Background: an optimization exercise with open tools, aiming at small area and a short achievable clock period. Do not read the settings as production practice.
RTL that was checked went through simulation tests only; none was proved equivalent to the original.
Power figures rest on the tool's default switching activity, not on a simulated workload.

==> flow/design.v (excerpt) <==
module matrix_dot_4x4 (
    input clk,
    input reset,
    input [7:0] A_in_0, A_in_1, A_in_2, A_in_3,
    input [7:0] B_in_0, B_in_1, B_in_2, B_in_3,
    output [31:0] C_out_00, C_out_01, C_out_02, C_out_03,
    output [31:0] C_out_10, C_out_11, C_out_12, C_out_13,
    output [31:0] C_out_20, C_out_21, C_out_22, C_out_23,
    output [31:0] C_out_30, C_out_31, C_out_32, C_out_33
);
Size: about 9000 cells after synthesis, roughly 580 I/O pins.
clock: 5.0 ns
lec_check: 0
abc_area: 1
cap_margin: 0
core_margin: 2
core_utilization: 40
cts_cluster_diameter: 120
cts_cluster_size: 24
setup_slack_margin: 2.6
slew_margin: 0
synth_hierarchical: 1
tns_end_percent: 5
standard.sh (not shown) runs the stock make flow with config.mk's settings and CLKGATE_MAP_FILE= SYNTH_SCRIPT=/design/flow/synth_recipe.tcl, a recipe that flattens the netlist after the stock synthesis.
==> flow/flow/run.sh <==
#!/bin/bash
# Layout flow: the standard layout (standard.sh), with the port buffers
# made of plain buffers instead of the delay-cell footprint buffer_ports picks
# by default. Every tool's output goes to standard.log in this folder.
set -euo pipefail
export BUFFER_PORTS_ARGS="-buffer_cell sky130_fd_sc_hd__buf_2"
bash standard.sh finish > standard.log 2>&1
The baseline produced a clean layout.
Change:
--- a/flow/config.mk
+++ b/flow/config.mk
@@ -7,3 +7,2 @@
 export LEC_CHECK = 0
-export ABC_AREA = 1
 export CAP_MARGIN = 0
@@ -13,3 +12,3 @@
 export CTS_CLUSTER_SIZE = 24
-export SETUP_SLACK_MARGIN = 2.6
+export SETUP_SLACK_MARGIN = 2.8
 export SLEW_MARGIN = 0
Outcome:
- The changed run went through all stages and came out clean
- first-iteration DRC count is higher by 110%
- combinational power went up by 14%
- non-clock buffer count increases by 81
- worst setup slack got worse by 0.070 ns
- final area came out lower by 11%
- cell count came out lower by 36%
- wire length shrinks by 13%
- clock-buffer cell count went up by 3
Change:
==> flow/run.sh (new file) <==
#!/bin/bash
# synth_recipe.tcl (not shown) runs the flow's synth.tcl, then flattens the netlist and writes it again
# the make line also repeats each setting of config.mk as NAME=value (left out here)
make -C /OpenROAD-flow-scripts/flow DESIGN_CONFIG=/design/flow/config.mk WORK_HOME=/design/flow/orfs CLKGATE_MAP_FILE= SYNTH_SCRIPT=/design/flow/synth_recipe.tcl finish
--- a/flow/config.mk
+++ b/flow/config.mk
@@ -7,3 +7,3 @@
 export LEC_CHECK = 0
-export CAP_MARGIN = 0
+export CAP_MARGIN = 20
 export CORE_MARGIN = 2
@@ -12,5 +12,4 @@
 export CTS_CLUSTER_SIZE = 24
-export SETUP_SLACK_MARGIN = 2.8
-export SLEW_MARGIN = 0
+export SETUP_SLACK_MARGIN = 2.6
+export SLEW_MARGIN = 20
 export SYNTH_HIERARCHICAL = 1
-export TNS_END_PERCENT = 5
removed: flow/flow/run.sh
removed: flow/standard.sh
Outcome:
- count of clock-buffer cells in the layout does not change
- wire length grows by 1.2%
- die area is unchanged
- first-iteration DRC count came out lower by 6.7%
Change:
==> flow/flow/run.sh (new file) <==
#!/bin/bash
# Layout flow: the standard layout (standard.sh), with the port buffers
# made of plain buffers instead of the delay-cell footprint buffer_ports picks
# by default. Every tool's output goes to standard.log in this folder.
set -euo pipefail
export BUFFER_PORTS_ARGS="-buffer_cell sky130_fd_sc_hd__buf_2"
bash standard.sh finish > standard.log 2>&1
==> flow/standard.sh (new file) <==
#!/bin/bash
# synth_recipe.tcl (not shown) runs the flow's synth.tcl, then flattens the netlist and writes it again
# the make line also repeats each setting of config.mk as NAME=value (left out here)
make -C /OpenROAD-flow-scripts/flow DESIGN_CONFIG=/design/flow/config.mk WORK_HOME=/design/flow/orfs CLKGATE_MAP_FILE= SYNTH_SCRIPT=/design/flow/synth_recipe.tcl "${@:-finish}"
--- a/flow/config.mk
+++ b/flow/config.mk
@@ -7,5 +7,5 @@
 export LEC_CHECK = 0
-export CAP_MARGIN = 20
+export CAP_MARGIN = 0
 export CORE_MARGIN = 2
-export CORE_UTILIZATION = 40
+export CORE_UTILIZATION = 34
 export CTS_CLUSTER_DIAMETER = 120
@@ -13,3 +13,4 @@
 export SETUP_SLACK_MARGIN = 2.6
-export SLEW_MARGIN = 20
+export SLEW_MARGIN = 0
 export SYNTH_HIERARCHICAL = 1
+export TNS_END_PERCENT = 5
removed: flow/run.sh
Power went down by 8.0%.
Die area went up by 17%.
Setup slack is about the same.
Non-clock buffer count went down by 76.
Change:
--- a/flow/flow/run.sh
+++ b/flow/flow/run.sh
@@ -5,3 +5,3 @@
 set -euo pipefail
-export BUFFER_PORTS_ARGS="-buffer_cell sky130_fd_sc_hd__buf_2"
+export BUFFER_PORTS_ARGS="-buffer_cell sky130_fd_sc_hd__buf_1"
 bash standard.sh finish > standard.log 2>&1
--- a/flow/config.mk
+++ b/flow/config.mk
@@ -9,3 +9,3 @@
 export CORE_MARGIN = 2
-export CORE_UTILIZATION = 34
+export CORE_UTILIZATION = 40
 export CTS_CLUSTER_DIAMETER = 120
Outcome: The new run finished clean; first-iteration DRC count climbs by 3.8%; hold slack loses 0.021 ns; global-route usage went up by 2.5 points; die area fell by 15%; register-to-register slack stays flat; via count hardly moves.


matrix_dot_4x4, a different RTL version from the one above (not shown whole).
Size: about 5600 cells after synthesis, ~720 flip-flops, roughly 580 I/O pins.
clock: 5.0 ns
lec_check: 0
cap_margin: 20
core_margin: 2
core_utilization: 40
slew_margin: 20
synth_hierarchical: 1
run.sh (not shown) runs the stock make flow with config.mk's settings and CLKGATE_MAP_FILE= SYNTH_SCRIPT=/design/flow/synth_recipe.tcl, a recipe that flattens the netlist after the stock synthesis.
Stock flow here: none of the scripts above is used.
The baseline went through all stages and came out clean.
Rerun with:
- ABC_CLOCK_PERIOD_IN_PS: default -> 2500
- SETUP_SLACK_MARGIN: default -> 2.0
Effect: The changed run completed with no timing, DRC or antenna violations; worst setup slack improved by 720 ps; via count came out higher by 5.9%; global-route usage climbs by 1.6 points; design area increases by 18%; critical path depth stays the same; hold slack stays flat; total power increases by 33%.
No run of this note included a check of the RTL's function; only the layout flow was run.

## static timing again, ports no longer ideal
Ports are ideal in the flow. The routed layouts listed here were re-timed in OpenROAD. Step 1: set_driving_cell puts a clkbuf_16 on clk and a buf_2 on each other input, an assumption about the parent block. Step 2, shift: input delay + t, output delay - t, t = (earliest + latest rising clock arrival at the registers) / 2. This alone moves slack from input paths to output paths. Slacks: ideal ports / drivers / drivers and shift; pairs: ideal ports / drivers.
| run | t, ns | setup slack, ns | worst data-port slew with drivers (ns) |
|---|---|---|---|
| the first run of note 1 | 0.759 | 2.547 / 2.463 / 1.776 | 0.17 |
| the second run of note 1 | 0.746 | 2.477 / 2.477 / 1.835 | 0.16 |
| the third run of note 1 | 0.754 | 2.467 / 2.467 / 1.761 | 0.16 |
| the fourth run of note 1 | 0.760 | 2.465 / 2.465 / 1.759 | 0.13 |
| the fifth run of note 1 | 0.749 | 2.399 / 2.376 / 1.627 | 0.15 |
| the first run of note 2 | 0.744 | 0.930 / 0.930 / 0.676 | 0.05 |
| the second run of note 2 | 0.746 | 1.645 / 1.645 / 1.328 | 0.10 |
After both steps setup and hold are still met in every run listed. The setup slack of the fifth run of note 1, which loses most, moves by -0.023 ns with the drivers and by -0.772 ns with both steps.
